Source: an optimization exercise on an open RTL-to-GDS flow (aim: small area and a short achievable clock period). Production flows keep margins and buffers that such runs may drop.
The RTL was checked by simulation tests, not by an equivalence proof against the original design.
Power figures rest on the tool's default switching activity, not on a simulated workload.

===== design.v =====
module SCP(Clock,Reset,Inst,InstAddr,FlagReg,Result_Out);
	input Clock,Reset;
	input [31:0] Inst;
	output [31:0] InstAddr;
	output reg [3:0] FlagReg;
	output [31:0] Result_Out;
	wire [1:0] Op  = Inst[27:26];
	wire       I   = Inst[25];
	wire [3:0] cmd = Inst[24:21];
	wire       S   = Inst[20];
	wire [3:0] Rn  = Inst[19:16];
	wire [3:0] Rd  = Inst[15:12];
	wire [3:0] Rm  = Inst[3:0];
	reg  [31:0] PC;
	reg  [32*15-1:0] rf;    
	reg  [32*64-1:0] dm;    
	assign InstAddr = PC;
	wire [29:0] pc_hi4 = PC[31:2] + 30'd1;
	wire [29:0] pc_hi8 = PC[31:2] + 30'd2;
	wire [31:0] PCPlus4 = {pc_hi4, PC[1:0]};
	wire [31:0] PCPlus8 = {pc_hi8, PC[1:0]};
	wire        is_mem = (Op == 2'b01);
	wire [15:0] oh1    = 16'd1 << Rn;
	wire [15:0] oh2    = 16'd1 << Rm;
	wire [15:0] ohd    = 16'd1 << Rd;
	wire [31:0] RD1, RD2, RD3;
	genvar b, w, k2;
	generate
		for (b = 0; b < 32; b = b + 1) begin : rdp
			wire [15:0] col;
			for (w = 0; w < 15; w = w + 1) begin : c
				assign col[w] = rf[32*w + b];
			end
			assign col[15] = PCPlus8[b];
			assign RD1[b] = |(col & oh1);
			assign RD2[b] = |(col & oh2);
			assign RD3[b] = |(col & ohd);
		end
	endgenerate
	wire [7:0]  addr8 = RD1[7:0] + Inst[7:0];
	wire [5:0]  widx  = addr8[7:2];
	wire [63:0] ohm   = 64'd1 << widx;
	wire [7:0]  ohl   = 8'd1 << widx[2:0];
	wire [7:0]  ohh   = 8'd1 << widx[5:3];
	wire [31:0] ReadData;
	generate
		for (b = 0; b < 32; b = b + 1) begin : rdm
			wire [7:0] grp;
			for (w = 0; w < 8; w = w + 1) begin : g
				wire [7:0] col;
				for (k2 = 0; k2 < 8; k2 = k2 + 1) begin : c
					assign col[k2] = dm[32*(8*w + k2) + b];
				end
				assign grp[w] = |(col & ohl);
			end
			assign ReadData[b] = |(grp & ohh);
		end
	endgenerate
	wire [31:0] SRD2 = Inst[5] ? (RD2 >> Inst[11:7]) : (RD2 << Inst[11:7]);
	wire        dp   = (Op == 2'b00);
	wire [31:0] B    = (dp & I) ? {24'd0, Inst[7:0]} : SRD2;
	wire        sub  = dp & ((cmd == 4'h2) | (cmd == 4'hA));
	wire [31:0] Bx   = B ^ {32{sub}};
	wire [32:0] sum  = {1'b0, RD1} + {1'b0, Bx} + {32'd0, sub};
	reg [31:0] alu;
	always @(*) begin
		if (dp && cmd == 4'h0)      alu = RD1 & B;
		else if (dp && cmd == 4'hC) alu = RD1 | B;
		else if (dp && cmd == 4'hD) alu = B;
		else                        alu = sum[31:0];
	end
	wire [31:0] Result = is_mem ? ReadData : alu;
	assign Result_Out = Result;
	wire logic_op = (cmd == 4'h0) | (cmd == 4'hC);
	wire arith_op = (cmd == 4'h2) | (cmd == 4'h4);
	wire we_nz = dp & ((S & (logic_op | arith_op)) | (cmd == 4'hA));
	wire we_cv = dp & ((S & arith_op) | (cmd == 4'hA));
	wire fN = alu[31];
	wire fZ = ~(|alu);
	wire fC = sub ? (~sum[32] | ~(|B)) : sum[32];
	wire fV = (RD1[31] == Bx[31]) & (sum[31] != RD1[31]);
	always @(posedge Clock) begin
		if (Reset) FlagReg <= 4'd0;
		else begin
			if (we_nz) FlagReg[3:2] <= {fN, fZ};
			if (we_cv) FlagReg[1:0] <= {fC, fV};
		end
	end
	wire pc_wr  = (Rd == 4'hF);
	always @(posedge Clock) begin
		if (Reset) PC <= 32'd0;
		else       PC <= pc_wr ? Result : PCPlus4;
	end
	wire reg_we = (dp & (cmd != 4'hA)) | (is_mem & S);
	wire mem_we = is_mem & ~S;
	wire [31:0] rf_wd = Reset ? 32'd0 : Result;
	wire [31:0] dm_wd = Reset ? 32'd0 : RD3;
	genvar g;
	generate
		for (g = 0; g < 15; g = g + 1) begin : regs
			always @(posedge Clock)
				if (Reset | (reg_we & ohd[g])) rf[32*g +: 32] <= rf_wd;
		end
		for (g = 0; g < 64; g = g + 1) begin : mem
			always @(posedge Clock)
				if (Reset | (mem_we & ohm[g])) dm[32*g +: 32] <= dm_wd;
		end
	endgenerate
endmodule

===== flow/run.sh =====
#!/bin/bash
# Standard ORFS layout, with timing repair aimed well below the clock period
# and plain buffers (not delay cells) on the ports.
set -euo pipefail
bash standard.sh SETUP_SLACK_MARGIN=8 \
  "BUFFER_PORTS_ARGS=-inputs -outputs -buffer_cell sky130_fd_sc_hd__buf_4" \
  finish > standard_flow.log 2>&1

===== standard.sh =====
#!/bin/bash
# synth_recipe.tcl (not shown) runs the flow's synth.tcl, then flattens the netlist and writes it again
# the make line also repeats each setting of config.mk as NAME=value (left out here)
make -C /OpenROAD-flow-scripts/flow DESIGN_CONFIG=/design/flow/config.mk WORK_HOME=/design/flow/orfs CLKGATE_MAP_FILE= SYNTH_SCRIPT=/design/flow/synth_recipe.tcl "${@:-finish}"

===== config.mk =====
export PLATFORM = sky130hd
export DESIGN_NAME = SCP
export DESIGN_NICKNAME = SCP
export VERILOG_FILES = /design/flow/design.v
export SDC_FILE = /design/flow/constraint.sdc
export NUM_CORES = 4
export LEC_CHECK = 0
export ABC_AREA = 1
export CAP_MARGIN = 20
export CORE_MARGIN = 2
export CORE_UTILIZATION = 45
export CTS_BUF_LIST = sky130_fd_sc_hd__clkbuf_4 sky130_fd_sc_hd__clkbuf_8
export SLEW_MARGIN = 20

===== constraint.sdc =====
create_clock -name core_clock -period 22.0 [get_ports {Clock}]
set_input_delay 4.4000 -clock core_clock [delete_from_list [all_inputs] [get_ports {Clock}]]
set_output_delay 4.4000 -clock core_clock [all_outputs]
set_load 0.01 [all_outputs]

==> summary.txt, run 1 <==
- Outcome: timing/DRC/antenna clean
- Core box area: 0.248 mm^2
- Root Buffer: clkbuf_8
- FILL cells: 20800
- WP buf/inv: 8
- Die area: 0.254 mm^2
- Clock latency (worst-skew pair): 1.12 ns
- Initial antenna violation count: 36
- Top cells by count, synth: nand2_1 (2577), edfxtp_1 (2528), nand4_1 (548), inv_1 (515), o21ai_0 (491)
- Vias in the first global route: 82900
- Tot GR Track Use: 38.3%
- Required time worst endpoint: 17.60 ns
- Count of final hold-check violations: 0
- Num rows: 183
- Post-Synthesis Mean Instance Area: 11.6 um^2
- Setup CP Type: input pin to output port
- Max-cap violations: 0
- Top-area cell type share of the netlist area: 67.5%
- Area Growth Syn to Fin: 21.6%
- Worst EP arrival: 9.81 ns
- Post-Route WL: 504 mm
- Setup Viol. Count Final: 0
- Most frequent cell after synthesis: nand2_1
- Cell taking the most area after synthesis: edfxtp_1
- PwrDens: 116 mW/mm^2
- DRT Pass-1 Iters: 10
- Worst Skew: 0.152 ns
- Relative slew slack: 8.66%
- Post-synth EDFFs: 2528
- Worst-case clock buffer depth: 4
- Ys Warns: 1
- Prevailing post-synth register cell: edfxtp_1
- P_leak: 51.0 nW
- HPWL after detailed placement: 271 mm
- CP Launch Type: input pin
- Final Max Tran Viols: 0
- Critical path's top delay family: simple AND/OR/NAND/NOR gates
- Worst Path Max Fanout: 45
- Die X: 504 um
- Die extent in y: 504 um
- Pin count of the biggest net entering global routing: 80
- GR Overflow Total: 0
- Drc violations: 0
- RSZ-0062 raised after global routing: yes
- CTS clk-pin slew, worst paths: 0.06 ns
- Crit. End Element: output port
- Flop-to-flop setup slack: 14.48 ns
- Crit-path max cell delay: 0.46 ns
- Async S/R FF share, synth: 0%
- Antenna-violating nets left: 0
- Final core area utilization: 55.0%
- Final nets: 10400
- Min-Delay Path Class: flop to flop
- RePlAce Congestion: 0.995
- Synthesized flop and latch total: 2564
- Num ports: 102
- Initial Util: 45.2%
- Fmax achieved: 70.4 MHz
- Syn_nets: 9769
- # hold bufs at CTS: 0
- Share of post-route cells with drive strength above 1: 21.1%
- PortBufs: 97
- Netlist Area Pre-Place: 0.112 mm^2
- Drt wl/cell: 35.9 um
- Final min period: 14.21 ns
- Total number of vias: 91200
- Worst slew pin tran: 1.37 ns
- H-tree lvl count: 5
- Max VDD drop: 0.0827 mV
- Register area share after synthesis: 68.2%
- CTS tree: built
- First-pass GRT wire length: 676 mm
- Synthesized instance count: 9695
- CTS Buf Count: 424
- Clk sinks: 2564
- DR vias/cell: 6.49
- Synth area leaders: edfxtp_1 (68%), nand2_1 (8.6%), nand4_1 (3.0%)
- TNS Setup: 0 ns
- Tcrit/Tclk final: 64.6%
- Distinct cell type count after synthesis: 77
- DRT iter0 DRCs: 15800
- Crit-path slowest cell: or4_4
==> metal layers <==
metal	vias to the layer above	track usage (%)	wire length [um]	share of wire, %
li1	37200	-	-	-
met1	44800	48.7	177000	35
met2	7382	55.7	213000	42
met3	1795	11.6	69000	14
met4	20	27.7	44500	8.8
met5	-	0	126	0.025
==> placed cells by master, fill, tap and decap left out, types with 57 or more instances in the layout <==
cell,n
edfxtp_1,2528
nand2_1,2403
nand4_1,548
buf_4,534
inv_1,486
clkbuf_8,428
nor2_1,356
nand3_1,333
o21ai_0,307
a221oi_1,299
a21oi_1,265
a22o_1,243
o22ai_1,147
clkbuf_4,145
nand2_2,131
clkinv_1,122
o21ai_4,103
buf_12,94
nor2_4,82
o21ai_1,73
nand3_2,66
nand2_4,60
o21ai_2,57
==> through the flow <==
stage	instances	hold WS, ns	cell area [um^2]	power, mW	setup WS (ns)
floorplan	9695	0.488	112000	8.47	8.99
global placement	12900	0.463	119000	10.3	4.75
detailed placement	12900	0.462	119000	10.4	4.67
CTS	13900	0.470	134000	15.4	7.97
global route	14000	0.485	137000	16.1	7.84
finish	14000	0.467	137000	15.8	7.79
==> cells by family (layout without fill, tap and decap cells) <==
kind of cell	Yosys count	in the layout	synth area share (%)
compound gates	1754	1754	10.4
xor+xnor	65	65	0.530
fa+ha+maj	40	40	0.452
buf+inv	1108	2091	4.37
flops	2564	2564	68.2
mux	2	2	0.0178
other cells	0	27	0
simple gates	4162	4166	16.1
==> worst paths after layout <==
| kind | start | to | cells past startpoint |
|---|---|---|---|
| hold reg to reg | FlagReg[1]$_SDFFE_PP0P_ | FlagReg[1]$_SDFFE_PP0P_ | 2 |
| setup reg to reg | PC[3]$_SDFF_PP0_ | rf[306]$_DFFE_PP_ | 35 |
| setup / recovery | Inst[16] | Result_Out[21] | 28 |
| hold / removal | FlagReg[1]$_SDFFE_PP0P_ | FlagReg[1]$_SDFFE_PP0P_ | 2 |
==> final cells by class <==
type | instances | area (um^2) | area share [%]
Timing Repair inverter | 17 | 156 | 0.114
Timing Repair Buffer | 774 | 9330 | 6.83
Antenna cell | 27 | 67.6 | 0.0494
Multi-Input combinational cell | 6027 | 36000 | 26.3
Inverter | 555 | 2390 | 1.75
Tap cell | 3330 | 4170 | 3.05
Clock buffer | 572 | 6970 | 5.09
Sequential cell | 2564 | 76600 | 56.0
Clock inverter | 173 | 1070 | 0.781
==> tightest hold or removal path: cells and delay by family (launching register included) <==
| kind | cells | cell delay (ns) |
|---|---|---|
| DFF | 1 | 0.31 |
| and+or+nand+nor | 1 | 0.06 |
| AOI/OAI and AO/OA | 1 | 0.05 |
==> registers in the layout (all words and copies together) (netlist names) <==
name,flops
rf,480
FlagReg,4
dm,2048
PC,32
==> power breakdown <==
part	internal (mW)	switching [mW]
clock network	2.18	1.92
registers	6.23	0.240
logic	1.51	3.73
total	9.92	5.89
==> what timing repair did <==
action                                  in CTS  in global routing
resized for setup                          853                403
buffers inserted                           244                 72
pin swaps                                  158                180
gates cloned                                76                  8
endpoints found under the setup margin      32                 32
==> inputs of run 2 (changes only) <==
--- a/config.mk
+++ b/config.mk
@@ -8,6 +8,6 @@
 export ABC_AREA = 1
 export CAP_MARGIN = 20
 export CORE_MARGIN = 2
-export CORE_UTILIZATION = 45
+export CORE_UTILIZATION = 55
 export CTS_BUF_LIST = sky130_fd_sc_hd__clkbuf_4 sky130_fd_sc_hd__clkbuf_8
 export SLEW_MARGIN = 20
==> summary.txt, run 2 <==
- CTS clk-pin slew, worst paths: 0.06 ns
- Total number of vias: 92000
- Die area: 0.208 mm^2
- Root Buffer: clkbuf_8
- Initial Util: 55.4%
- Die X: 456 um
- Crit path from: Inst[18]
- Top-area cell type share of the netlist area: 67.5%
- Required time worst endpoint: 17.60 ns
- Ys Warns: 1
- Setup Viol. Count Final: 0
- Top cells by count, synth: nand2_1 (2577), edfxtp_1 (2528), nand4_1 (548), inv_1 (515), o21ai_0 (491)
- Worst EP arrival: 9.86 ns
- FILL cells: 15100
- RePlAce Congestion: 1.04
- Fmax achieved: 70.1 MHz
- Async S/R FF share, synth: 0%
- Final Max Tran Viols: 0
- Tot GR Track Use: 45.6%
- Min-Delay Path Class: flop to flop
- Drt wl/cell: 36.7 um
- Worst reg2reg path startpoint: PC[3]$_SDFF_PP0_
- Crit-path max cell delay: 0.54 ns
- Post-Route WL: 490 mm
- Distinct cell type count after synthesis: 77
- Most frequent cell after synthesis: nand2_1
- Setup CP Type: input pin to output port
- Area Growth Syn to Fin: 19.8%
- Final min period: 14.26 ns
- Count of final hold-check violations: 0
- Worst slew pin tran: 1.39 ns
- Max VDD drop: 0.0811 mV
- P_leak: 50.7 nW
- Prevailing post-synth register cell: edfxtp_1
- Tcrit/Tclk final: 64.8%
- Post-synth EDFFs: 2528
- Drc violations: 0
- Top reg by flops: dm
- Synthesized instance count: 9695
- Netlist Area Pre-Place: 0.112 mm^2
- Syn_nets: 9769
- Num rows: 165
- Antenna-violating nets left: 0
- Pin count of the biggest net entering global routing: 97
- Hold Slack: 0.471 ns
- Vias in the first global route: 83200
- Final nets: 10400
- Crit-path slowest cell: o21ai_4
- Num ports: 102
- Share of post-route cells with drive strength above 1: 20.1%
- CP Launch Type: input pin
- Storage element area: 0.0766 mm^2
- CTS Buf Count: 418
- Critical path's top delay family: buffers and inverters
- Worst Skew: 0.0922 ns
- PwrDens: 115 mW/mm^2
- Post-Synthesis Mean Instance Area: 11.6 um^2
- Initial antenna violation count: 46
- Most frequent cells in the layout: edfxtp_1 (2528), nand2_1 (2452), nand4_1 (548), buf_4 (524), inv_1 (487)
- Largest registers: dm: 2048 flops, rf: 480 flops, PC: 32 flops
- Largest register FFs: 2048
- Clock latency (worst-skew pair): 1.14 ns
- Worst Path Max Fanout: 20
- HPWL after detailed placement: 267 mm
- RSZ-0062 raised after global routing: yes
- CTS tree: built
- PortBufs: 97
- DR vias/cell: 6.90
- Clk sinks: 2564
- Hold path start: FlagReg[0]$_SDFFE_PP0P_
- Die extent in y: 456 um
- Synth area leaders: edfxtp_1 (68%), nand2_1 (8.6%), nand4_1 (3.0%)
- TNS Setup: 0 ns
- Most common cell after layout, fill and taps aside: edfxtp_1
- Relative slew slack: 6.51%
- DRT iter0 DRCs: 17400
- Core box area: 0.203 mm^2
- Cell taking the most area after synthesis: edfxtp_1
- Max-cap violations: 0
- WP buf/inv: 14
- First-pass GRT wire length: 658 mm
- Worst-case clock buffer depth: 4
- GR Overflow Total: 0
- Multi-input gate area: 0.0352 mm^2
- Register area share after synthesis: 68.2%
- Outcome: timing/DRC/antenna clean
- Synthesized flop and latch total: 2564
- Crit. End Element: output port
- DRT Pass-1 Iters: 13
- H-tree lvl count: 5
==> run 2: cell counts after synthesis <==
No cell type changed its count.
==> run 2: area by class of cell <==
cell class,instances,share of cell area (%)
multi-input cells,6027,26.2
repair buffers,761,6.77
inverters,555,1.76
well taps,2672,2.48
clock inverters,148,0.582
diodes,28,0.0520
clock buffers,577,5.18
repair inverters,13,0.0864
flip-flops and latches,2564,56.9
==> run 2: kinds of logic after synthesis <==
kind of cell	share of synthesized area (%)
xor gates and xnor gates	0.530
AOI/OAI and AO/OA	10.4
adders and majority gates	0.452
DFF	68.2
muxes	0.0178
buffers and inverters	4.37
and+or+nand+nor	16.1
==> run 2: timing repair <==
| action | CTS | global route |
|---|---|---|
| endpoints found under the setup margin | 32 | 32 |
| setup buffers | 185 | 112 |
| resized for setup | 782 | 319 |
| gates cloned | 67 | 9 |
| pin swaps | 153 | 169 |
| hold buffers | 0 | 0 |
==> run 2: metrics by stage <==
stage	setup slack, ns	utilization [%]	std cells	power [mW]	instance area [um^2]
after floorplan	8.99	-	9695	8.47	112000
after global placement	4.78	58.0	12200	10.3	118000
after detailed placement	4.61	58.1	12200	10.3	118000
after CTS	7.78	65.2	13200	15.1	132000
after global routing	7.81	66.4	13300	15.8	135000
final	7.74	66.4	13300	15.5	135000
==> run 2: worst min-delay path: stages (launching register included) <==
cell	delay (ns)
dfxtp_1	0.31
nand2_1	0.06
a21oi_1	0.05
==> run 2: worst paths after layout <==
path / to / slack, ns / cells after the start
hold reg to reg: FlagReg[0]$_SDFFE_PP0P_ / 0.47 / 2
setup reg to reg: rf[400]$_DFFE_PP_ / 14.46 / 35
hold / removal: FlagReg[0]$_SDFFE_PP0P_ / 0.47 / 2
setup / recovery: Result_Out[10] / 7.74 / 27
==> run 2: power breakdown <==
group	switching [mW]	internal, mW	leakage (nW)
clock	1.89	2.09	4.13
sequential	0.243	6.23	26.2
combinational	3.62	1.42	20.3
==> run 2: per-layer routing <==
layer,part of all wire (%),track usage (%),up-vias
li1,-,-,37100
met1,35,58.9,44700
met2,41,64.6,8030
met3,15,17.0,2124
met4,8.3,29.8,36
met5,0.10,0.276,-
==> inputs of run 3 (changes only) <==
--- a/config.mk
+++ b/config.mk
@@ -8,6 +8,7 @@
 export ABC_AREA = 1
 export CAP_MARGIN = 20
 export CORE_MARGIN = 2
-export CORE_UTILIZATION = 55
-export CTS_BUF_LIST = sky130_fd_sc_hd__clkbuf_4 sky130_fd_sc_hd__clkbuf_8
+export CORE_UTILIZATION = 45
+export CTS_CLUSTER_DIAMETER = 60
+export CTS_CLUSTER_SIZE = 24
 export SLEW_MARGIN = 20
==> summary.txt, run 3 <==
- Outcome: timing/DRC/antenna clean
- Worst Skew: 0.0860 ns
- Vias in the first global route: 80400
- Root Buffer: clkbuf_16
- Post-Synthesis Mean Instance Area: 11.6 um^2
- Die area: 0.254 mm^2
- H-tree lvl count: 4
- Finished Layout Cells: 13600
- Share of post-route cells with drive strength above 1: 18.5%
- Fmax achieved: 70.2 MHz
- Design area: 0.135 mm^2
- Setup WS pre-CTS: 4.67 ns
- Max-cap violations: 0
- Register area share after synthesis: 68.2%
- Relative slew slack: 16.7%
- First-pass GRT wire length: 665 mm
- GR Overflow Total: 0
- CTS clk-pin slew, worst paths: 0.06 ns
- Min-Delay Path Class: flop to flop
- Drt wl/cell: 36.8 um
- RePlAce Congestion: 0.995
- Tot Pwr: 15.2 mW
- Synthesized instance count: 9695
- Worst slew pin tran: 1.24 ns
- P_leak: 49.8 nW
- Most frequent cell after synthesis: nand2_1
- Post-synth EDFFs: 2528
- Worst-case clock buffer depth: 3
- Tcrit/Tclk final: 64.8%
- Total number of vias: 89300
- PortBufs: 97
- Drc violations: 0
- Setup Viol. Count Final: 0
- Pin count of the biggest net entering global routing: 89
- Area Growth Syn to Fin: 19.8%
- Cells after DPL: 12900
- Largest register FFs: 2048
- Initial Util: 45.2%
- Initial antenna violation count: 38
- Synthesized flop and latch total: 2564
- Post-DP Area: 0.119 mm^2
- Setup CP Type: input pin to output port
- Hold path start: FlagReg[1]$_SDFFE_PP0P_
- Max VDD drop: 0.105 mV
- Most frequent cells in the layout: edfxtp_1 (2528), nand2_1 (2410), nand4_1 (548), buf_4 (533), inv_1 (489)
- Syn_nets: 9769
- Clk sinks: 2564
- Synth area leaders: edfxtp_1 (68%), nand2_1 (8.6%), nand4_1 (3.0%)
- Clock latency (worst-skew pair): 0.89 ns
- DR vias/cell: 6.56
- HPWL after detailed placement: 271 mm
- CP Launch Type: input pin
- Worst Path Max Fanout: 21
- PwrDens: 113 mW/mm^2
- Required time worst endpoint: 17.60 ns
- Count of final hold-check violations: 0
- Worst reg2reg path startpoint: PC[3]$_SDFF_PP0_
- Distinct cell type count after synthesis: 77
- Final Max Tran Viols: 0
- Final setup margin: 7.75 ns
- Die extent in y: 504 um
- Prevailing post-synth register cell: edfxtp_1
- Worst EP arrival: 9.85 ns
- CTS tree: built
- CTS Buf Count: 176
- RSZ-0062 raised after global routing: yes
- Cell taking the most area after synthesis: edfxtp_1
- Num ports: 102
- Final min period: 14.25 ns
- Hold Slack: 0.468 ns
- Core box area: 0.248 mm^2
- Top-area cell type share of the netlist area: 67.5%
- # hold bufs at CTS: 0
- Post-Route WL: 501 mm
- Most common cell after layout, fill and taps aside: edfxtp_1
- TNS Setup: 0 ns
- Num rows: 183
- Top cells by count, synth: nand2_1 (2577), edfxtp_1 (2528), nand4_1 (548), inv_1 (515), o21ai_0 (491)
- Netlist Area Pre-Place: 0.112 mm^2
- Crit path from: Inst[16]
- DRT iter0 DRCs: 15700
- Antenna-violating nets left: 0
- Final nets: 10200
- Largest registers: dm: 2048 flops, rf: 480 flops, PC: 32 flops
- Tot GR Track Use: 37.7%
- Top reg by flops: dm
- Ys Warns: 1
- Final core area utilization: 54.2%
- DRT Pass-1 Iters: 7
- Crit. End Element: output port
- Async S/R FF share, synth: 0%
- Die X: 504 um
## run 3: cell type report
type                       count  area [um^2]
inverter                     555         2380
sequential                  2564        76600
clock inverter               125         1480
timing repair buffer         786         9470
fill                       20800       114000
timing repair inverter        19          186
multi-input combinational   6026        35800
antenna                       20         50.0
tap                         3330         4170
clock buffer                 188         4530
## run 3: logic make-up after synthesis
kind of cell    after synthesis  synth area share [%]
compound gates             1754                  10.4
xor+xnor                     65                 0.530
fa+ha+maj                    40                 0.452
buf+inv                    1108                  4.37
flops                      2564                  68.2
mux                           2                0.0178
simple gates               4162                  16.1
## run 3: worst paths after layout
check                                                to  slack, ns  cells past startpoint
worst min register to register  FlagReg[1]$_SDFFE_PP0P_       0.47                      2
worst max-delay path                     Result_Out[25]       7.75                     23
worst max register to register        rf[444]$_DFFE_PP_      14.16                     38
worst min-delay path            FlagReg[1]$_SDFFE_PP0P_       0.47                      2
## run 3: power by group
part / leakage [nW] / total (mW) / switching (mW) / internal (mW)
registers: 26.2 / 6.46 / 0.240 / 6.22
clock network: 2.91 / 3.56 / 1.87 / 1.68
logic: 20.7 / 5.21 / 3.72 / 1.49
total: 49.8 / 15.2 / 5.83 / 9.40
## run 3: critical path, stage by stage
cell       delay [ns]
buf_4            0.14
inv_4            0.08
nor3_1           0.06
nand2_1          0.06
buf_4            0.38
inv_1            0.12
buf_4            0.36
a2111oi_0        0.70
nand4_1          0.87
ha_1             0.71
nand2_1          0.14
nor2_4           0.16
inv_1            0.09
nor4_1           0.30
nand2_1          0.15
nand3_1          0.09
nand3_1          0.12
a21oi_2          0.20
nand2_1          0.14
o21ai_1          0.16
buf_4            0.16
inv_1            0.04
buf_4            0.13
## run 3: timing repair
item                                    CTS  global route
resized for setup                       816           377
endpoints found under the setup margin   32            32
pin swaps                               140           158
cloned                                   64            21
buffers inserted                        214           113
## run 3: metal layers
layer | vias up | GRT usage (%) | wire length, um
met3 | 1585 | 11.4 | 68800
li1 | 36600 | - | -
met1 | 44100 | 48.3 | 176000
met5 | - | 0.0375 | 207
met2 | 7021 | 55.0 | 214000
met4 | 30 | 25.4 | 41200
==> inputs of run 4 (changes only) <==
--- a/config.mk
+++ b/config.mk
@@ -8,7 +8,7 @@
 export ABC_AREA = 1
 export CAP_MARGIN = 20
 export CORE_MARGIN = 2
-export CORE_UTILIZATION = 45
+export CORE_UTILIZATION = 50
 export CTS_CLUSTER_DIAMETER = 60
 export CTS_CLUSTER_SIZE = 24
 export SLEW_MARGIN = 20
==> summary.txt, run 4 <==
- Max VDD drop: 0.0921 mV
- Post-Synthesis Mean Instance Area: 11.6 um^2
- DRT iter0 DRCs: 15900
- Worst EP arrival: 9.79 ns
- H-tree lvl count: 4
- Pin count of the biggest net entering global routing: 74
- PwrDens: 112 mW/mm^2
- Ys Warns: 1
- Top-area cell type share of the netlist area: 67.5%
- Outcome: timing/DRC/antenna clean
- Most common cell after layout, fill and taps aside: edfxtp_1
- Vias in the first global route: 80300
- P_leak: 49.6 nW
- Worst reg2reg path startpoint: PC[3]$_SDFF_PP0_
- GR Overflow Total: 0
- Worst slew pin tran: 1.32 ns
- Synthesized instance count: 9695
- Relative slew slack: 12.2%
- Post-Route WL: 492 mm
- DRT Pass-1 Iters: 12
- Setup Viol. Count Final: 0
- Count of final hold-check violations: 0
- FILL cells: 18000
- RePlAce Congestion: 1.02
- Max-cap violations: 0
- HPWL after detailed placement: 269 mm
- CTS tree: built
- Register area share after synthesis: 68.2%
- Switching Fraction: 38.0%
- Synthesized flop and latch total: 2564
- Drt wl/cell: 37.1 um
- Share of post-route cells with drive strength above 1: 18.6%
- Worst Path Max Fanout: 37
- Worst-case clock buffer depth: 3
- Crit-path max cell delay: 0.51 ns
- Antenna-violating nets left: 0
- Required time worst endpoint: 17.60 ns
- CTS clk-pin slew, worst paths: 0.07 ns
- Syn_nets: 9769
- Die extent in y: 478 um
- Clock latency (worst-skew pair): 0.91 ns
- Crit. End Element: output port
- Final Max Tran Viols: 0
- Final min period: 14.19 ns
- Netlist Area Pre-Place: 0.112 mm^2
- Switching pwr: 5.70 mW
- CP Launch Type: input pin
- Setup CP Type: input pin to output port
- Initial antenna violation count: 21
- Drc violations: 0
- Final nets: 10200
- Tot GR Track Use: 41.7%
- RSZ-0062 raised after global routing: yes
- Clock Power Share: 23.5%
- Top reg by flops: dm
- Post-synth EDFFs: 2528
- Die X: 478 um
- Initial Util: 50.1%
- Clk sinks: 2564
- Core box area: 0.224 mm^2
- Crit-path slowest cell: nand4_1
- Share of power burned in registers: 43.0%
- CTS Buf Count: 174
- Min-Delay Path Class: flop to flop
- Int Power: 9.31 mW
- Crit path from: Inst[16]
- Combinational share of power: 33.4%
- Area Growth Syn to Fin: 19.2%
- PortBufs: 97
- Critical path's top delay family: simple AND/OR/NAND/NOR gates
- Distinct cell type count after synthesis: 77
- Worst Skew: 0.0462 ns
- Most frequent cells in the layout: edfxtp_1 (2528), nand2_1 (2423), nand4_1 (548), buf_4 (544), inv_1 (487)
- Num rows: 174
- WP buf/inv: 8
- Largest registers: dm: 2048 flops, rf: 480 flops, PC: 32 flops
- Largest register FFs: 2048
- Most frequent cell after synthesis: nand2_1
- TNS Setup: 0 ns
- # hold bufs at CTS: 0
- Die area: 0.229 mm^2
- Hold path start: FlagReg[0]$_SDFFE_PP0P_
- Top cells by count, synth: nand2_1 (2577), edfxtp_1 (2528), nand4_1 (548), inv_1 (515), o21ai_0 (491)
- Num ports: 102
- Fmax achieved: 70.5 MHz
- Async S/R FF share, synth: 0%
- Prevailing post-synth register cell: edfxtp_1
- Hold Slack: 0.478 ns
- Root Buffer: clkbuf_16
- Synth area leaders: edfxtp_1 (68%), nand2_1 (8.6%), nand4_1 (3.0%)
- DR vias/cell: 6.69
- Cell taking the most area after synthesis: edfxtp_1
- Total number of vias: 88800
- First-pass GRT wire length: 659 mm
- Tcrit/Tclk final: 64.5%
[run 4: final timing paths]
check | endpoint | slack, ns | cells past startpoint
setup / recovery | Result_Out[14] | 7.81 | 28
hold / removal | FlagReg[0]$_SDFFE_PP0P_ | 0.48 | 2
setup reg to reg | rf[374]$_DFFE_PP_ | 14.25 | 37
hold reg to reg | FlagReg[0]$_SDFFE_PP0P_ | 0.48 | 2
[run 4: kinds of logic after synthesis]
group / synth area share, %
AOI/OAI and AO/OA: 10.4
buffers and inverters: 4.37
DFF: 68.2
muxes: 0.0178
xor gates and xnor gates: 0.530
adders and majority gates: 0.452
and+or+nand+nor: 16.1
[run 4: area by class of cell]
type	count	area [um^2]	share of cell area (%)
diodes	14	35.0	0.0261
clock buffers	178	4370	3.26
clock inverters	136	1640	1.22
inverters	555	2370	1.77
multi-input cells	6024	35800	26.7
flip-flops and latches	2564	76600	57.2
well taps	2992	3740	2.79
repair buffers	785	9270	6.91
repair inverters	15	168	0.125
[run 4: per-layer routing]
layer | GRT usage, % | vias up | wire (um)
met2 | 61.1 | 6755 | 211000
met4 | 29.1 | 6 | 43100
li1 | - | 36600 | -
met1 | 54.9 | 43900 | 176000
met3 | 10.2 | 1573 | 62100
met5 | 0 | - | 43
[run 4: stage by stage]
step	utilization [%]	power [mW]	cells	area, um^2	setup WS [ns]
after floorplan	-	8.47	9695	112000	8.99
after global placement	52.7	10.3	12500	118000	4.52
after detailed placement	52.7	10.3	12500	118000	4.65
after CTS	58.6	14.6	13100	131000	7.99
after global routing	59.8	15.3	13300	134000	7.82
final	59.8	15.0	13300	134000	7.81
[run 4: power by group through the flow]
stage / Sequential, mW / Clock [mW] / Combinational, mW
floorplan: 6.52 / 0 / 1.95
global placement: 6.53 / 0 / 3.76
detailed placement: 6.55 / 0 / 3.78
CTS: 6.44 / 3.54 / 4.59
global route: 6.51 / 3.71 / 5.11
finish: 6.46 / 3.53 / 5.02
[run 4: tightest hold or removal path: cells and delay by family, from the launching register on]
| kind | cells | cell delay [ns] |
|---|---|---|
| DFF | 1 | 0.32 |
| and+or+nand+nor | 1 | 0.06 |
| AOI/OAI and AO/OA | 1 | 0.06 |
[run 4: what timing repair did]
action,4_1_cts,5_1_grt
pin swaps,163,189
endpoints found under the hold margin,0,0
cloned,60,14
gates resized for setup,848,349
endpoints found under the setup margin,32,32
buffers inserted,231,88
==> inputs of run 5 (changes only) <==
--- a/config.mk
+++ b/config.mk
@@ -9,6 +9,6 @@
 export CAP_MARGIN = 20
 export CORE_MARGIN = 2
 export CORE_UTILIZATION = 50
-export CTS_CLUSTER_DIAMETER = 60
-export CTS_CLUSTER_SIZE = 24
+export CTS_CLUSTER_DIAMETER = 80
+export CTS_CLUSTER_SIZE = 30
 export SLEW_MARGIN = 20
==> summary.txt, run 5 <==
- Setup Viol. Count Final: 0
- Synthesized instance count: 9695
- Switching pwr: 5.43 mW
- DRT iter0 DRCs: 15700
- Top reg by flops: dm
- First-pass GRT wire length: 655 mm
- Die area: 0.229 mm^2
- Relative slew slack: 18.8%
- Num rows: 174
- Largest registers: dm: 2048 flops, rf: 480 flops, PC: 32 flops
- CTS tree: built
- Pin count of the biggest net entering global routing: 74
- DR vias/cell: 6.73
- Share of post-route cells with drive strength above 1: 17.6%
- Syn_nets: 9769
- PwrDens: 108 mW/mm^2
- Setup CP Type: input pin to output port
- Most common cell after layout, fill and taps aside: edfxtp_1
- Num ports: 102
- Die X: 478 um
- CP Launch Type: input pin
- Vias in the first global route: 79700
- Tcrit/Tclk final: 64.3%
- PortBufs: 97
- Netlist Area Pre-Place: 0.112 mm^2
- Initial antenna violation count: 26
- RSZ-0062 raised after global routing: yes
- Tot GR Track Use: 41.5%
- Final min period: 14.14 ns
- Clk sinks: 2564
- Area Growth Syn to Fin: 17.1%
- Worst Path Max Fanout: 37
- Worst slew pin tran: 1.21 ns
- Required time worst endpoint: 17.60 ns
- Initial Util: 50.1%
- Synth area leaders: edfxtp_1 (68%), nand2_1 (8.6%), nand4_1 (3.0%)
- Post-Synthesis Mean Instance Area: 11.6 um^2
- Worst-case clock buffer depth: 3
- Largest register FFs: 2048
- Root Buffer: clkbuf_16
- Async S/R FF share, synth: 0%
- Int Power: 8.85 mW
- Drc violations: 0
- Register area share after synthesis: 68.2%
- Die extent in y: 478 um
- Outcome: timing/DRC/antenna clean
- Max VDD drop: 0.0910 mV
- Post-synth EDFFs: 2528
- RePlAce Congestion: 1.02
- HPWL after detailed placement: 269 mm
- Max-cap violations: 0
- P_leak: 48.5 nW
- Worst Skew: 0.0617 ns
- Drt wl/cell: 37.1 um
- # hold bufs at CTS: 0
- Prevailing post-synth register cell: edfxtp_1
- DRT Pass-1 Iters: 8
- Top cells by count, synth: nand2_1 (2577), edfxtp_1 (2528), nand4_1 (548), inv_1 (515), o21ai_0 (491)
- Synthesized flop and latch total: 2564
- Final Max Tran Viols: 0
- Switching Fraction: 38.0%
- Ys Warns: 1
- CTS clk-pin slew, worst paths: 0.05 ns
- Cell taking the most area after synthesis: edfxtp_1
- Top-area cell type share of the netlist area: 67.5%
- Count of final hold-check violations: 0
- Share of power burned in registers: 45.2%
- Fmax achieved: 70.7 MHz
- Hold Slack: 0.475 ns
- CTS Buf Count: 131
- TNS Setup: 0 ns
- Combinational share of power: 34.6%
- Antenna-violating nets left: 0
- FILL cells: 18300
- Crit. End Element: output port
- Final nets: 10100
- Most frequent cell after synthesis: nand2_1
- Core box area: 0.224 mm^2
- Min-Delay Path Class: flop to flop
- Tot Pwr: 14.3 mW
- Post-Route WL: 487 mm
- Worst EP arrival: 9.74 ns
- Total number of vias: 88400
- Most frequent cells in the layout: edfxtp_1 (2528), nand2_1 (2419), nand4_1 (548), buf_4 (516), inv_1 (480)
- Clock Power Share: 20.2%
- GR Overflow Total: 0
- H-tree lvl count: 4
- Distinct cell type count after synthesis: 77
- Clock latency (worst-skew pair): 0.88 ns
run 5: cell counts after synthesis:
Identical to the previous run, type by type.
run 5: what timing repair did:
action	in CTS	in global routing
gates cloned	58	9
endpoints found under the hold margin	0	0
setup endpoints to repair	32	32
gates resized for setup	795	414
pin swaps	147	207
buffers inserted	197	94
run 5: metrics by stage:
stage	cell area, um^2	std cells	util [%]	setup slack (ns)
global placement	118000	12500	52.7	4.52
CTS	129000	13000	57.5	8.00
floorplan	112000	9695	-	8.99
global route	132000	13100	58.7	7.83
finish	132000	13100	58.7	7.86
detailed placement	118000	12500	52.7	4.65
run 5: final timing paths:
| kind | start | to | slack, ns | depth (start not counted) |
|---|---|---|---|---|
| max | Inst[19] | Result_Out[14] | 7.86 | 28 |
| min | FlagReg[0]$_SDFFE_PP0P_ | FlagReg[0]$_SDFFE_PP0P_ | 0.48 | 2 |
| max reg2reg | PC[3]$_SDFF_PP0_ | FlagReg[2]$_SDFFE_PP0P_ | 14.21 | 41 |
| min reg2reg | FlagReg[0]$_SDFFE_PP0P_ | FlagReg[0]$_SDFFE_PP0P_ | 0.48 | 2 |
run 5: cells by family (layout without fill, tap and decap cells):
kind of cell / after synthesis / in the layout / share of synthesized area, %
DFF: 2564 / 2564 / 68.2
adders and majority gates: 40 / 40 / 0.452
AOI/OAI and AO/OA: 1754 / 1754 / 10.4
other: 0 / 18 / 0
and+or+nand+nor: 4162 / 4163 / 16.1
muxes: 2 / 2 / 0.0178
buffers and inverters: 1108 / 1533 / 4.37
xor gates and xnor gates: 65 / 65 / 0.530
run 5: critical path, cell delays in order:
cell and delay [ns]:
buf_6 0.16, inv_4 0.09, nand3_2 0.11, buf_12 0.15
clkinvlp_4 0.25, a221oi_1 0.41, nand2_1 0.15, nor4_2 0.20
buf_4 0.24, inv_1 0.13, ha_4 0.33, nand2_8 0.08
nand2_4 0.08, nand2_4 0.07, nand2_8 0.13, inv_6 0.08
nand2_8 0.16, inv_16 0.10, buf_16 0.29, nand2_1 0.07
nand4_1 0.14, o21ai_4 0.22, and3_4 0.27, nand4_1 0.51
o21ai_1 0.31, buf_4 0.23, inv_2 0.04, buf_4 0.13
run 5: area by class of cell:
class	instances	area, um^2	share of cell area (%)
repair inverters	17	183	0.139
clock inverters	73	870	0.661
repair buffers	750	8710	6.62
multi-input cells	6024	35700	27.1
diodes	18	45.0	0.0342
flip-flops and latches	2564	76600	58.2
clock buffers	138	3350	2.54
inverters	555	2370	1.80
well taps	2992	3740	2.84
run 5: metal layers:
metal	vias to the layer above	track usage, %	share of wire (%)
met1	43900	54.5	36
met3	1540	10.2	12
li1	36300	-	-
met5	-	0	0.044
met2	6613	61.0	43
met4	12	28.6	8.7
run 5: power by group through the flow:
| stage | logic [mW] | clock network [mW] | registers, mW |
|---|---|---|---|
| after floorplan | 1.95 | 0 | 6.52 |
| after global placement | 3.76 | 0 | 6.53 |
| after detailed placement | 3.78 | 0 | 6.55 |
| after CTS | 4.53 | 2.89 | 6.44 |
| after global routing | 5.06 | 3.05 | 6.51 |
| final | 4.94 | 2.88 | 6.45 |
==> inputs of run 6 (changes only) <==
--- a/config.mk
+++ b/config.mk
@@ -8,7 +8,7 @@
 export ABC_AREA = 1
 export CAP_MARGIN = 20
 export CORE_MARGIN = 2
-export CORE_UTILIZATION = 50
+export CORE_UTILIZATION = 45
 export CTS_CLUSTER_DIAMETER = 80
 export CTS_CLUSTER_SIZE = 30
 export SLEW_MARGIN = 20
==> summary.txt, run 6 <==
- CTS clk-pin slew, worst paths: 0.04 ns
- Syn_nets: 9769
- HPWL after detailed placement: 271 mm
- GR Overflow Total: 0
- Worst slew pin tran: 1.32 ns
- Crit path from: Inst[16]
- Tot Pwr: 14.7 mW
- Antenna-violating nets left: 0
- Switching pwr: 5.65 mW
- Switching Fraction: 38.5%
- Share of post-route cells with drive strength above 1: 17.4%
- PwrDens: 110 mW/mm^2
- Drt wl/cell: 36.9 um
- Distinct cell type count after synthesis: 77
- Netlist Area Pre-Place: 0.112 mm^2
- Tot GR Track Use: 37.7%
- Worst-case clock buffer depth: 3
- Clock latency (worst-skew pair): 0.87 ns
- Largest register FFs: 2048
- Combinational share of power: 35.4%
- CTS Buf Count: 132
- Worst Path Max Fanout: 7
- Initial antenna violation count: 38
- Most frequent cell after synthesis: nand2_1
- Initial Util: 45.2%
- Async S/R FF share, synth: 0%
- Synthesized flop and latch total: 2564
- Prevailing post-synth register cell: edfxtp_1
- Clk sinks: 2564
- Crit. End Element: output port
- Ys Warns: 1
- DRT Pass-1 Iters: 12
- DRT iter0 DRCs: 16000
- Num ports: 102
- Clock Power Share: 20.5%
- Pin count of the biggest net entering global routing: 89
- Post-Synthesis Mean Instance Area: 11.6 um^2
- PortBufs: 97
- RePlAce Congestion: 0.995
- Hold Path Depth: 2
- Post-synth EDFFs: 2528
- Relative slew slack: 12.2%
- Top cells by count, synth: nand2_1 (2577), edfxtp_1 (2528), nand4_1 (548), inv_1 (515), o21ai_0 (491)
- Vias in the first global route: 79800
- H-tree lvl count: 4
- Final min period: 14.23 ns
- Post-Route WL: 498 mm
- Worst Skew: 0.110 ns
- Root Buffer: clkbuf_16
- Top reg by flops: dm
- Hold path start: FlagReg[1]$_SDFFE_PP0P_
- Worst reg2reg path startpoint: PC[3]$_SDFF_PP0_
- Max-cap violations: 0
- Setup CP Type: input pin to output port
- Total number of vias: 89200
- TNS Setup: 0 ns
- Synthesized instance count: 9695
- Outcome: timing/DRC/antenna clean
- CP Launch Type: input pin
- Largest registers: dm: 2048 flops, rf: 480 flops, PC: 32 flops
- First-pass GRT wire length: 664 mm
- Fmax achieved: 70.3 MHz
- Num rows: 183
- Final Max Tran Viols: 0
- Min-Delay Path Class: flop to flop
- Setup Viol. Count Final: 0
- Die X: 504 um
- Core box area: 0.248 mm^2
- Worst EP arrival: 9.83 ns
- Final nets: 10200
- CTS tree: built
- Max VDD drop: 0.106 mV
- Most common cell after layout, fill and taps aside: edfxtp_1
- Share of power burned in registers: 44.1%
- Required time worst endpoint: 17.60 ns
- Int Power: 9.01 mW
- P_leak: 49.0 nW
- Drc violations: 0
- R2r endpoint: rf[316]$_DFFE_PP_
- Flop-to-flop setup slack: 14.12 ns
- Top-area cell type share of the netlist area: 67.5%
- Cell taking the most area after synthesis: edfxtp_1
- Die extent in y: 504 um
- RSZ-0062 raised after global routing: yes
- Synth area leaders: edfxtp_1 (68%), nand2_1 (8.6%), nand4_1 (3.0%)
- DR vias/cell: 6.60
- Count of final hold-check violations: 0
- Sink of the worst hold path: FlagReg[1]$_SDFFE_PP0P_
- # hold bufs at CTS: 0
- Tcrit/Tclk final: 64.7%
- R2r worst-path depth: 38
- Area Growth Syn to Fin: 18.3%
- Die area: 0.254 mm^2
- Register area share after synthesis: 68.2%
- Most frequent cells in the layout: edfxtp_1 (2528), nand2_1 (2418), nand4_1 (548), buf_4 (527), inv_1 (486)
[run 6: changes by cell type in the layout (fill, tap and decap cells not counted), sizes merged]
| cell | change |
|---|---|
| clkinvlp | -5 |
| clkbuf | +15 |
| clkinv | +4 |
| bufinv | +6 |
| diode | +16 |
| inv | -1 |
| nor2 | +3 |
| bufbuf | +1 |
| buf | +15 |
[run 6: kinds of logic (layout without fill, tap and decap cells)]
kind of cell	after synthesis	after routing	synth area share, %
AOI/OAI and AO/OA	1754	1754	10.4
xor gates and xnor gates	65	65	0.530
adders and majority gates	40	40	0.452
buffers and inverters	1108	1568	4.37
DFF	2564	2564	68.2
muxes	2	2	0.0178
other	0	34	0
and+or+nand+nor	4162	4166	16.1
[run 6: layer usage]
layer / global-route usage, % / vias up / wire length (um)
met5: 0 / - / 94
met4: 26.2 / 16 / 43600
met3: 10.7 / 1648 / 66000
met2: 55.1 / 7164 / 212000
met1: 48.5 / 43900 / 177000
li1: - / 36400 / -
[run 6: how the worst max path moves through the flow]
stage | end | depth (start not counted) | slack [ns]
CTS | Result_Out[14] | 42 | 7.89
detailed placement | Result_Out[22] | 34 | 4.67
global route | Result_Out[28] | 46 | 7.69
global placement | Result_Out[24] | 32 | 4.75
floorplan | Result_Out[22] | 34 | 8.99
finish | Result_Out[21] | 28 | 7.77
[run 6: area by class of cell]
type | count | area (um^2)
diodes | 34 | 85.1
clock buffers | 141 | 3390
clock inverters | 76 | 1150
fillers | 20900 | 115000
inverters | 555 | 2400
multi-input cells | 6027 | 35600
flip-flops and latches | 2564 | 76600
well taps | 3330 | 4170
repair buffers | 778 | 9440
repair inverters | 18 | 180
[run 6: stage by stage]
| stage | cell area, um^2 | utilization (%) | worst slack, ns | hold slack (ns) | instances |
|---|---|---|---|---|---|
| after floorplan | 112000 | - | 8.99 | 0.488 | 9695 |
| after global placement | 119000 | 47.7 | 4.75 | 0.463 | 12900 |
| after detailed placement | 119000 | 47.7 | 4.67 | 0.462 | 12900 |
| after CTS | 130000 | 52.4 | 7.89 | 0.469 | 13400 |
| after global routing | 133000 | 53.5 | 7.69 | 0.483 | 13500 |
| final | 133000 | 53.5 | 7.77 | 0.467 | 13500 |
[run 6: critical path: stages]
cell     delay [ns]
buf_6          0.11
inv_6          0.07
nor2_4         0.06
nand3_4        0.15
buf_12         0.16
buf_4          0.24
buf_4          0.31
buf_4          0.25
o22ai_1        0.08
a221o_1        0.31
nor4_1         0.32
buf_4          0.22
inv_1          0.14
ha_1           0.48
nand2_4        0.08
nand2_4        0.08
xor2_4         0.16
buf_12         0.18
buf_12         0.15
nor2_4         0.07
buf_8          0.15
o21ai_4        0.07
nand4_1        0.39
nor2_2         0.29
nand4_1        0.39
nand2_8        0.30
inv_4          0.04
buf_6          0.11
[run 6: what timing repair did]
action,4_1_cts,5_1_grt
setup buffers,211,105
setup endpoints to repair,32,32
pin swaps,132,165
cloned,72,17
gates resized for setup,811,346
[run 6: power by group through the flow]
stage          Clock, mW  Sequential, mW  Combinational (mW)
2_1_floorplan          0            6.52                1.95
3_3_place_gp           0            6.53                3.78
3_5_place_dp           0            6.56                3.80
4_1_cts             3.02            6.45                4.70
5_1_grt             3.17            6.51                5.27
6_report            3.01            6.46                5.19

afterwards: timing with drivers on the ports:
The flow's constraints put no driver on any port. The routed layouts listed below were extracted and timed again, unchanged, in two steps.
Step 1, drivers: a clkbuf_16 drives Clock and a buf_2 each remaining input, both assumed.
Step 2 moves the port delays by t, midway between the first and last clock arrival at a register: inputs arrive t later, outputs are due t later. That takes back most of the time a late clock gives input paths.
Three values: ideal, step 1, step 2; two values: the first two.
run | t (ns) | setup slack, ns | slew at the worst register clock pin (ns) | worst data-port slew with drivers (ns) | cell pins on the clock port's net
run 1 | 1.151 | 7.792 / 7.755 / 7.755 | 0.08 / 0.08 | 0.25 | 1
run 2 | 1.186 | 7.737 / 7.584 / 7.584 | 0.07 / 0.07 | 0.33 | 1
run 3 | 0.958 | 7.753 / 7.653 / 7.653 | 0.10 / 0.10 | 0.30 | 1
run 4 | 0.992 | 7.811 / 7.656 / 7.656 | 0.10 / 0.10 | 0.27 | 1
run 5 | 0.932 | 7.855 / 7.700 / 7.700 | 0.12 / 0.12 | 0.30 | 1
run 6 | 0.927 | 7.773 / 7.608 / 7.608 | 0.12 / 0.12 | 0.27 | 1
After both steps every run listed still meets setup and hold. For run 6, which loses most, drivers alone change the setup slack by -0.165 ns; drivers and shift together by -0.165 ns.
